Source: an optimization exercise on an open RTL-to-GDS flow (aim: small area and a short achievable clock period). Production flows keep margins and buffers that such runs may drop. Only simulation tests tie the RTL to the original design; equivalence was not proved. Power is estimated from default activity; no workload was simulated.

Design ALU, start of the top module:
module ALU (
    input clk, en,
    input [7:0] a, b,
    input [3:0] s,
    output reg [15:0] y,
    output reg carry,
    output zero
);
For scale: roughly 800 cells after synthesis, ~40 I/O pins, ~0.0046 sq mm of cells after synthesis.
clock: 30.0 ns
lec_check: 0
cap_margin: 20
core_margin: 2
core_utilization: 55
slew_margin: 20
standard.sh (not shown) runs the stock make flow with config.mk's settings and CLKGATE_MAP_FILE= SYNTH_SCRIPT=/design/flow/synth_recipe.tcl, a recipe that flattens the netlist after the stock synthesis.
==> flow/flow/run.sh <==
#!/bin/bash
# Layout flow: the standard flow (standard.sh) with these changes:
#  - synthesis leaves adders to ABC: no full/half-adder cell extraction
#    (ADDER_MAP_FILE empty) and no Kogge-Stone carry lookahead map
#    (SYNTH_OPERATIONS_ARGS replaces the -extra-map default);
#  - ABC maps the design with an area-oriented script (flow/abc_area.script),
#    except the zero-flag detector (KEEP_MODULES), which stays a module
#    through synthesis and gets a delay-oriented one (flow/abc_speed.script);
#    flow/prep.py edits a copy of synth.tcl for this, and synth_recipe.tcl
#    still flattens the result;
#  - timing repair aims at a setup slack of 22.8 ns, so that it sizes and
#    buffers the critical paths (the constraints themselves are unchanged);
#  - clock tree synthesis runs with ORFS's own arguments plus
#    -dont_use_dummy_load (no extra load cells on the clock tree);
#  - ports are buffered with buf_2 cells rather than the buffer cell that
#    buffer_ports picks by itself.
set -euo pipefail
here=$(pwd)
rm -rf "$here/scripts"
cp -r "$FLOW_HOME/scripts" "$here/scripts"
cp "$here/flow/abc_speed.script" "$here/scripts/abc_speed_mod.script"
cp "$here/flow/abc_area.script" "$here/scripts/abc_area_mod.script"
python3 "$here/flow/prep.py" "$here/scripts/synth.tcl" > "$here/prep.log" 2>&1
export KEEP_MODULES="alu_zdet"
bash standard.sh SCRIPTS_DIR="$here/scripts" \
  ADDER_MAP_FILE= SYNTH_OPERATIONS_ARGS=-nofsm \
  "BUFFER_PORTS_ARGS=-buffer_cell sky130_fd_sc_hd__buf_2" \
  "CTS_ARGS=-sink_clustering_enable -repair_clock_nets -dont_use_dummy_load" \
  SETUP_SLACK_MARGIN=22.8 finish > "$here/flow_make.log" 2>&1
==> flow/flow/abc_area.script <==
strash
dc2
dch
amap
topo
Other scripts of this flow, unchanged in this note and not shown: flow/flow/abc_speed.script, flow/flow/prep.py
==> next run, changes <==
--- a/flow/flow/run.sh
+++ b/flow/flow/run.sh
@@ -10,6 +10,4 @@
 #    still flattens the result;
-#  - timing repair aims at a setup slack of 22.8 ns, so that it sizes and
+#  - timing repair aims at a setup slack of 22.5 ns, so that it sizes and
 #    buffers the critical paths (the constraints themselves are unchanged);
-#  - clock tree synthesis runs with ORFS's own arguments plus
-#    -dont_use_dummy_load (no extra load cells on the clock tree);
 #  - ports are buffered with buf_2 cells rather than the buffer cell that
@@ -27,3 +25,2 @@
   "BUFFER_PORTS_ARGS=-buffer_cell sky130_fd_sc_hd__buf_2" \
-  "CTS_ARGS=-sink_clustering_enable -repair_clock_nets -dont_use_dummy_load" \
-  SETUP_SLACK_MARGIN=22.8 finish > "$here/flow_make.log" 2>&1
+  SETUP_SLACK_MARGIN=22.5 finish > "$here/flow_make.log" 2>&1
==> flow/flow/abc_area.script (replaced) <==
strash
&get -n
&dch -f
&nf -R 1000
&put
topo
Settings changed: CORE_UTILIZATION 55 to 62.
What happened: The changed run finished clean; routed wire length fell by 18%; first-iteration DRC count fell by about 40%; die area fell by 2.5%; core utilization fell by 2.6 points; cell area fell by 5.0%; setup slack gets worse by 0.16 ns.
==> next run, changes <==
--- a/flow/flow/run.sh
+++ b/flow/flow/run.sh
@@ -10,4 +10,6 @@
 #    still flattens the result;
-#  - timing repair aims at a setup slack of 22.5 ns, so that it sizes and
+#  - timing repair aims at a setup slack of 22.55 ns, so that it sizes and
 #    buffers the critical paths (the constraints themselves are unchanged);
+#  - clock tree synthesis runs with ORFS's own arguments plus
+#    -dont_use_dummy_load (no extra load cells on the clock tree);
 #  - ports are buffered with buf_2 cells rather than the buffer cell that
@@ -25,2 +27,3 @@
   "BUFFER_PORTS_ARGS=-buffer_cell sky130_fd_sc_hd__buf_2" \
-  SETUP_SLACK_MARGIN=22.5 finish > "$here/flow_make.log" 2>&1
+  "CTS_ARGS=-sink_clustering_enable -repair_clock_nets -dont_use_dummy_load" \
+  SETUP_SLACK_MARGIN=22.55 finish > "$here/flow_make.log" 2>&1
==> flow/flow/abc_area.script (replaced) <==
strash
dc2
dch
amap
topo
Settings changed: CORE_UTILIZATION 62 to 55.
The new run completed without violations.
Routed wire length is higher by 13%.
Cell area is lower by 2.9%.
Total power is lower by 17%.
Die area is higher by 2.5%.
Synthesized area is lower by 9.0%.
Sequential cell count stays the same.
Clock skew stays flat.
Via count is higher by 13%.
Final cell count is higher by 10%.
Utilization is lower by 3.1 points.
==> next run, changes <==
--- a/flow/flow/run.sh
+++ b/flow/flow/run.sh
@@ -10,3 +10,3 @@
 #    still flattens the result;
-#  - timing repair aims at a setup slack of 22.55 ns, so that it sizes and
+#  - timing repair aims at a setup slack of 22.65 ns, so that it sizes and
 #    buffers the critical paths (the constraints themselves are unchanged);
@@ -28,2 +28,2 @@
   "CTS_ARGS=-sink_clustering_enable -repair_clock_nets -dont_use_dummy_load" \
-  SETUP_SLACK_MARGIN=22.55 finish > "$here/flow_make.log" 2>&1
+  SETUP_SLACK_MARGIN=22.65 finish > "$here/flow_make.log" 2>&1
==> flow/flow/abc_area.script (replaced) <==
strash
dch
amap
topo
Wire length grows by a few percent.
Worst setup slack gains 0.17 ns.
Design area hardly moves.
Power came out higher slightly.


Starting RTL as in the previous note.
clock: 30.0 ns
lec_check: 0
cap_margin: 20
core_margin: 2
core_utilization: 55
slew_margin: 20
==> flow/flow/run.sh <==
#!/bin/bash
# Layout flow: the standard flow (standard.sh) with these changes:
#  - synthesis leaves adders to ABC: no full/half-adder cell extraction
#    (ADDER_MAP_FILE empty) and no Kogge-Stone carry lookahead map
#    (SYNTH_OPERATIONS_ARGS replaces the -extra-map default);
#  - ABC maps the design with an area-oriented script (flow/abc_area.script),
#    except the zero-flag detector (KEEP_MODULES), which stays a module
#    through synthesis and gets a delay-oriented one (flow/abc_speed.script);
#    flow/prep.py edits a copy of synth.tcl for this, and synth_recipe.tcl
#    still flattens the result;
#  - timing repair aims at a setup slack of 22.85 ns, so that it sizes and
#    buffers the critical paths (the constraints themselves are unchanged);
#  - clock tree synthesis runs with ORFS's own arguments plus
#    -dont_use_dummy_load (no extra load cells on the clock tree);
#  - ports are buffered with buf_2 cells rather than the buffer cell that
#    buffer_ports picks by itself.
set -euo pipefail
here=$(pwd)
rm -rf "$here/scripts"
cp -r "$FLOW_HOME/scripts" "$here/scripts"
cp "$here/flow/abc_speed.script" "$here/scripts/abc_speed_mod.script"
cp "$here/flow/abc_area.script" "$here/scripts/abc_area_mod.script"
python3 "$here/flow/prep.py" "$here/scripts/synth.tcl" > "$here/prep.log" 2>&1
export KEEP_MODULES="alu_zdet"
bash standard.sh SCRIPTS_DIR="$here/scripts" \
  ADDER_MAP_FILE= SYNTH_OPERATIONS_ARGS=-nofsm \
  "BUFFER_PORTS_ARGS=-buffer_cell sky130_fd_sc_hd__buf_2" \
  "CTS_ARGS=-sink_clustering_enable -repair_clock_nets -dont_use_dummy_load" \
  SETUP_SLACK_MARGIN=22.85 finish > "$here/flow_make.log" 2>&1
==> flow/flow/abc_area.script <==
strash
dch
amap
topo
Other scripts of this flow, unchanged in this note and not shown: flow/flow/abc_speed.script, flow/flow/prep.py
Then changed:
--- a/flow/flow/run.sh
+++ b/flow/flow/run.sh
@@ -11 +11 @@
-#  - timing repair aims at a setup slack of 22.85 ns, so that it sizes and
+#  - timing repair aims at a setup slack of 22.65 ns, so that it sizes and
@@ -29 +29 @@
-  SETUP_SLACK_MARGIN=22.85 finish > "$here/flow_make.log" 2>&1
+  SETUP_SLACK_MARGIN=22.65 finish > "$here/flow_make.log" 2>&1
==> flow/flow/abc_area.script (replaced) <==
strash
&get -n
&dch -f
&nf -R 1000
&put
topo
The new run finished with timing, DRC and antenna clean.
Hold slack gains 0.083 ns.
Count of clock-buffer cells in the layout stays the same.
Die area grows by 8.1%.
Setup slack degrades by 0.030 ns.
Wire length went down by 20%.


## job 8969
Another version of the RTL of ALU (not shown whole).
Size in the first run: ~770 cells after synthesis, about 38 flip-flops, about 40 I/O pins, roughly 5400 µm² of cells after synthesis.
clock: 30.0 ns
lec_check: 0
cap_margin: 20
core_margin: 2
core_utilization: 55
slew_margin: 20
==> flow/flow/run.sh <==
#!/bin/bash
# Layout flow: the standard flow (standard.sh) with these changes:
#  - synthesis leaves adders to ABC: no full/half-adder cell extraction
#    (ADDER_MAP_FILE empty) and no Kogge-Stone carry lookahead map
#    (SYNTH_OPERATIONS_ARGS replaces the -extra-map default);
#  - ABC maps the logic with an area-oriented script (flow/abc.script)
#    instead of ORFS's delay-oriented one;
#  - timing repair aims at a setup slack of 22.0 ns, so that it sizes and
#    buffers the critical paths (the constraints themselves are unchanged);
#  - ports are buffered with buf_2 cells rather than the buffer cell that
#    buffer_ports picks by itself.
set -euo pipefail
here=$(pwd)
rm -rf "$here/scripts"
cp -r "$FLOW_HOME/scripts" "$here/scripts"
cp "$here/flow/abc.script" "$here/scripts/abc_speed.script"
bash standard.sh SCRIPTS_DIR="$here/scripts" \
  ADDER_MAP_FILE= SYNTH_OPERATIONS_ARGS=-nofsm \
  "BUFFER_PORTS_ARGS=-buffer_cell sky130_fd_sc_hd__buf_2" \
  SETUP_SLACK_MARGIN=22.0 finish > "$here/flow_make.log" 2>&1
==> flow/flow/abc.script <==
strash
&get -n
&dch -f
&nf -R 1000
&put
topo
Inputs modified between job 8969 and job 9221:
--- a/flow/flow/run.sh
+++ b/flow/flow/run.sh
@@ -7,3 +7,3 @@
 #    instead of ORFS's delay-oriented one;
-#  - timing repair aims at a setup slack of 22.0 ns, so that it sizes and
+#  - timing repair aims at a setup slack of 22.8 ns, so that it sizes and
 #    buffers the critical paths (the constraints themselves are unchanged);
@@ -19,2 +19,2 @@
   "BUFFER_PORTS_ARGS=-buffer_cell sky130_fd_sc_hd__buf_2" \
-  SETUP_SLACK_MARGIN=22.0 finish > "$here/flow_make.log" 2>&1
+  SETUP_SLACK_MARGIN=22.8 finish > "$here/flow_make.log" 2>&1
Notes after the runs:
- Higher met3 usage goes to job 9221 over job 8969.
- Job 9221 — cell area after layout 7.0% higher, job 8969 as reference
- Delta(via count, job 9221 - job 8969) > 0
- Job 9221 vs. job 8969: utilization rose 4.3 points; clock network area share fell 0.20 points.
Relative to job 9221, the following input files were edited for job 5616:
--- a/flow/flow/run.sh
+++ b/flow/flow/run.sh
@@ -2,5 +2,2 @@
 # Layout flow: the standard flow (standard.sh) with these changes:
-#  - synthesis leaves adders to ABC: no full/half-adder cell extraction
-#    (ADDER_MAP_FILE empty) and no Kogge-Stone carry lookahead map
-#    (SYNTH_OPERATIONS_ARGS replaces the -extra-map default);
 #  - ABC maps the logic with an area-oriented script (flow/abc.script)
@@ -17,3 +14,2 @@
 bash standard.sh SCRIPTS_DIR="$here/scripts" \
-  ADDER_MAP_FILE= SYNTH_OPERATIONS_ARGS=-nofsm \
   "BUFFER_PORTS_ARGS=-buffer_cell sky130_fd_sc_hd__buf_2" \
### Flow results
Compared with job 9221, the detailed router inserted fewer vias in job 5616. Job 5616 ends up with a minimum hold slack that is 21 ps higher than in job 9221. Run comparison: job 5616 critical path's slowest cell sky130_fd_sc_hd__a221oi_2; job 9221 critical path's slowest cell sky130_fd_sc_hd__or4_4. Job 5616 finished every step from synthesis to the final layout, and the layout passed the timing, design-rule and antenna checks. Per the comparison of job 5616 with job 9221, synthesized cell count fell by about 6%, cell area after placement rose by 790 µm². As of job 5616, global-route wire length before repair had risen by a little under 10% compared to job 9221.


== try-maple ==
ALU with an RTL version that a note above also has.
Size: ~800 cells after synthesis, about 38 flip-flops.
clock: 30.0 ns
lec_check: 0
cap_margin: 20
core_margin: 2
core_utilization: 55
slew_margin: 20
==> flow/flow/run.sh <==
#!/bin/bash
# Layout flow: the standard flow (standard.sh) with these changes:
#  - synthesis leaves adders to ABC: no full/half-adder cell extraction
#    (ADDER_MAP_FILE empty) and no Kogge-Stone carry lookahead map
#    (SYNTH_OPERATIONS_ARGS replaces the -extra-map default);
#  - ABC maps the design with an area-oriented script (flow/abc_area.script),
#    except the zero-flag detector (KEEP_MODULES), which stays a module
#    through synthesis and gets a delay-oriented one (flow/abc_speed.script);
#    flow/prep.py edits a copy of synth.tcl for this, and synth_recipe.tcl
#    still flattens the result;
#  - timing repair aims at a setup slack of 22.65 ns, so that it sizes and
#    buffers the critical paths (the constraints themselves are unchanged);
#  - clock tree synthesis runs with ORFS's own arguments plus
#    -dont_use_dummy_load (no extra load cells on the clock tree);
#  - ports are buffered with buf_2 cells rather than the buffer cell that
#    buffer_ports picks by itself.
set -euo pipefail
here=$(pwd)
rm -rf "$here/scripts"
cp -r "$FLOW_HOME/scripts" "$here/scripts"
cp "$here/flow/abc_speed.script" "$here/scripts/abc_speed_mod.script"
cp "$here/flow/abc_area.script" "$here/scripts/abc_area_mod.script"
python3 "$here/flow/prep.py" "$here/scripts/synth.tcl" > "$here/prep.log" 2>&1
export KEEP_MODULES="alu_zdet"
bash standard.sh SCRIPTS_DIR="$here/scripts" \
  ADDER_MAP_FILE= SYNTH_OPERATIONS_ARGS=-nofsm \
  "BUFFER_PORTS_ARGS=-buffer_cell sky130_fd_sc_hd__buf_2" \
  "CTS_ARGS=-sink_clustering_enable -repair_clock_nets -dont_use_dummy_load" \
  SETUP_SLACK_MARGIN=22.65 finish > "$here/flow_make.log" 2>&1
==> flow/flow/abc_area.script <==
strash
dc2
dch
amap
topo
Other scripts of this flow, unchanged in this note and not shown: flow/flow/abc_speed.script, flow/flow/prep.py
The final layout from try-maple, which completed every stage, passed the timing, design-rule and antenna checks at the end of the flow.
For try-garnet, these inputs were changed with respect to try-maple:
diff --git a/flow/flow/run.sh b/flow/flow/run.sh
--- a/flow/flow/run.sh
+++ b/flow/flow/run.sh
@@ -11 +11 @@
-#  - timing repair aims at a setup slack of 22.65 ns, so that it sizes and
+#  - timing repair aims at a setup slack of 22.8 ns, so that it sizes and
@@ -13,2 +12,0 @@
-#  - clock tree synthesis runs with ORFS's own arguments plus
-#    -dont_use_dummy_load (no extra load cells on the clock tree);
@@ -28,2 +26 @@
-  "CTS_ARGS=-sink_clustering_enable -repair_clock_nets -dont_use_dummy_load" \
-  SETUP_SLACK_MARGIN=22.65 finish > "$here/flow_make.log" 2>&1
+  SETUP_SLACK_MARGIN=22.8 finish > "$here/flow_make.log" 2>&1
==> flow/flow/abc_area.script <==
strash
&get -n
&dch -f
&nf -R 1000
&put
topo
Notes after the runs:
try-garnet completed every stage of the flow, and the final layout passed the timing, design-rule and antenna checks.
Re netlist area before placement: try-garnet is about 10% up on try-maple.
try-garnet vs. try-maple: count of multi-input combinational gates went down by 50.
In the tables for try-garnet and try-maple, via count of the first global-routing pass reads higher with try-maple.
Of try-garnet and try-maple, try-garnet shows the higher area share of fa/ha/maj cells after synthesis, with try-maple below it.
try-garnet ends up with a number of logic stages on the critical path including buffering that is 1 higher than in try-maple.
Compared to try-maple, try-garnet has synthesized netlist cell count 87 lower.
Input changes introduced in try-willow (baseline for comparison: try-garnet):
diff --git a/flow/flow/run.sh b/flow/flow/run.sh
--- a/flow/flow/run.sh
+++ b/flow/flow/run.sh
@@ -11 +11 @@
-#  - timing repair aims at a setup slack of 22.8 ns, so that it sizes and
+#  - timing repair aims at a setup slack of 22.75 ns, so that it sizes and
@@ -12,0 +13,2 @@
+#  - clock tree synthesis runs with ORFS's own arguments plus
+#    -dont_use_dummy_load (no extra load cells on the clock tree);
@@ -26 +28,2 @@
-  SETUP_SLACK_MARGIN=22.8 finish > "$here/flow_make.log" 2>&1
+  "CTS_ARGS=-sink_clustering_enable -repair_clock_nets -dont_use_dummy_load" \
+  SETUP_SLACK_MARGIN=22.75 finish > "$here/flow_make.log" 2>&1
--- outcome ---
[compare] base=try-garnet new=try-willow: count of clock-buffer cells in the layout fell 1; growth of design area from synthesis to finish down 1.2 points.
Between try-garnet and try-willow, the total instance count after detailed placement does not differ in any meaningful way.
XOR/XNOR share of the synthesized area came out exactly the same in try-willow and try-garnet.
Final design instance area without fill on try-willow is ahead of try-garnet.
The following lists how try-ember was set up differently from try-willow:
- putting PLACE_DENSITY at 0.75 where nothing was set
diff --git a/flow/flow/run.sh b/flow/flow/run.sh
--- a/flow/flow/run.sh
+++ b/flow/flow/run.sh
@@ -11 +11 @@
-#  - timing repair aims at a setup slack of 22.75 ns, so that it sizes and
+#  - timing repair aims at a setup slack of 22.5 ns, so that it sizes and
@@ -29 +29 @@
-  SETUP_SLACK_MARGIN=22.75 finish > "$here/flow_make.log" 2>&1
+  SETUP_SLACK_MARGIN=22.5 finish > "$here/flow_make.log" 2>&1
--- outcome ---
- The register-to-register slack in try-ember sits 0.26 ns below the value recorded for try-willow.
- Sort try-ember and try-willow by filler-free cell count of the finished design desc -> top: try-willow
- Across both runs, via-per-instance ratio was higher for try-ember than for try-willow.
- Relative to try-willow, the power density normalized to cell area measured on try-ember has increased by a few percent.
- try-ember and try-willow ended up with nearly the same met3 track demand over resource.
- Run comparison: try-ember critical path launch point s[0]; try-willow critical path launch point s[2]
- Compared with try-willow, try-ember shows a higher number of cell instances on the worst register-to-register path.
- Lower routed wire length among try-ember and try-willow: try-willow
Edits applied to the flow inputs when going from try-ember to try-cedar:
- clearing PLACE_DENSITY, which used to be 0.75
==> comparison <==
In the reports for try-ember and try-cedar, the smaller share of post-route cells with drive strength above 1 belongs to try-cedar. Lower required arrival time at the worst endpoint goes to try-cedar over try-ember. Summary of try-cedar over try-ember: internal reg-to-reg setup slack saw an increase, maximum vdd drop saw a decrease, clock-pin slew on the worst setup and hold paths saw little to no change, post-CTS setup-driven buffer insertion count saw little to no change. try-cedar vs try-ember, cell with the largest stage delay on the worst path: o21ba_2 vs a31oi_2. try-cedar has more setup slack than try-ember. Between try-ember and try-cedar, clock power share is lower for try-ember, try-cedar comes in above that.
For try-tundra, these inputs were changed with respect to try-cedar:
diff --git a/flow/flow/run.sh b/flow/flow/run.sh
--- a/flow/flow/run.sh
+++ b/flow/flow/run.sh
@@ -13,2 +12,0 @@
-#  - clock tree synthesis runs with ORFS's own arguments plus
-#    -dont_use_dummy_load (no extra load cells on the clock tree);
@@ -28 +25,0 @@
-  "CTS_ARGS=-sink_clustering_enable -repair_clock_nets -dont_use_dummy_load" \
Notes after the runs:
try-cedar: done, clean on timing, DRC and antenna. try-tundra closes out successfully: all stages finished, all timing, DRC and antenna checks passed. Number of cell instances on the worst register-to-register path shrinks by a few percent when moving from try-cedar to try-tundra. Against try-cedar, try-tundra reports a critical path depth that is higher. Utilization try-cedar -> try-tundra: up. try-cedar -> try-tundra: via count of the first global-routing pass flat. Comparing try-tundra with try-cedar, the minimum setup slack in the final design came out essentially unchanged. try-tundra — area fraction of clock buffers and clock inverters 0.39 points higher, try-cedar as reference. | wire length on met2 | higher: try-cedar |. Summary of try-tundra over try-cedar: final area moved up, required time reported for the critical path endpoint comparable. Between try-cedar and try-tundra, the clock insertion delay at the later pin of the skew report does not differ in any meaningful way.

-- afterwards: timing with drivers on the ports --
How much do the figures lean on ideal ports? The routed layouts below were timed once more, with nothing changed but the port constraints. Step 1 (the two cells are an assumption about what drives the block):
set clk [get_ports {clk}]
set_driving_cell -lib_cell sky130_fd_sc_hd__clkbuf_16 $clk
set_driving_cell -lib_cell sky130_fd_sc_hd__buf_2 [delete_from_list [all_inputs] $clk]
Step 2, shift: input delay + t, output delay - t, t = (earliest + latest rising clock arrival at the registers) / 2. This alone moves slack from input paths to output paths. Three values: ideal ports, drivers, drivers and shift; two values: the first two.
run | t (ns) | setup WS [ns] | clock arrival spread, ns | slew at the worst register clock pin (ns) | cell pins on the clock port's net
the first run of note 1 | 0.316 | 22.713 / 22.674 / 22.358 | 0.013 / 0.014 | 0.08 / 0.08 | 1
the second run of note 1 | 0.331 | 22.554 / 22.566 / 22.235 | 0.014 / 0.015 | 0.08 / 0.08 | 1
the third run of note 1 | 0.320 | 22.509 / 22.504 / 22.184 | 0.013 / 0.013 | 0.08 / 0.08 | 1
the fourth run of note 1 | 0.327 | 22.678 / 22.686 / 22.359 | 0.019 / 0.018 | 0.09 / 0.09 | 1
the first run of note 2 | 0.329 | 22.770 / 22.675 / 22.346 | 0.040 / 0.040 | 0.11 / 0.11 | 1
the second run of note 2 | 0.325 | 22.740 / 22.743 / 22.419 | 0.010 / 0.009 | 0.08 / 0.08 | 1
job 8969 | 0.340 | 22.177 / 22.187 / 21.848 | 0.011 / 0.011 | 0.10 / 0.10 | 1
job 9221 | 0.339 | 22.844 / 22.788 / 22.450 | 0.021 / 0.021 | 0.10 / 0.10 | 1
job 5616 | 0.339 | 22.736 / 22.676 / 22.337 | 0.017 / 0.017 | 0.07 / 0.07 | 1
try-maple | 0.324 | 22.678 / 22.657 / 22.333 | 0.014 / 0.014 | 0.08 / 0.08 | 1
try-garnet | 0.331 | 22.869 / 22.845 / 22.515 | 0.014 / 0.013 | 0.09 / 0.09 | 1
try-willow | 0.315 | 22.841 / 22.841 / 22.527 | 0.012 / 0.011 | 0.08 / 0.08 | 1
try-ember | 0.315 | 22.564 / 22.571 / 22.256 | 0.015 / 0.016 | 0.08 / 0.08 | 1
try-cedar | 0.326 | 22.614 / 22.628 / 22.303 | 0.006 / 0.007 | 0.08 / 0.08 | 1
try-tundra | 0.328 | 22.616 / 22.629 / 22.302 | 0.011 / 0.011 | 0.09 / 0.09 | 1
After both steps every run listed still meets setup and hold. The setup slack of the first run of note 2, which loses most, moves by -0.095 ns with the drivers and by -0.424 ns with both steps.
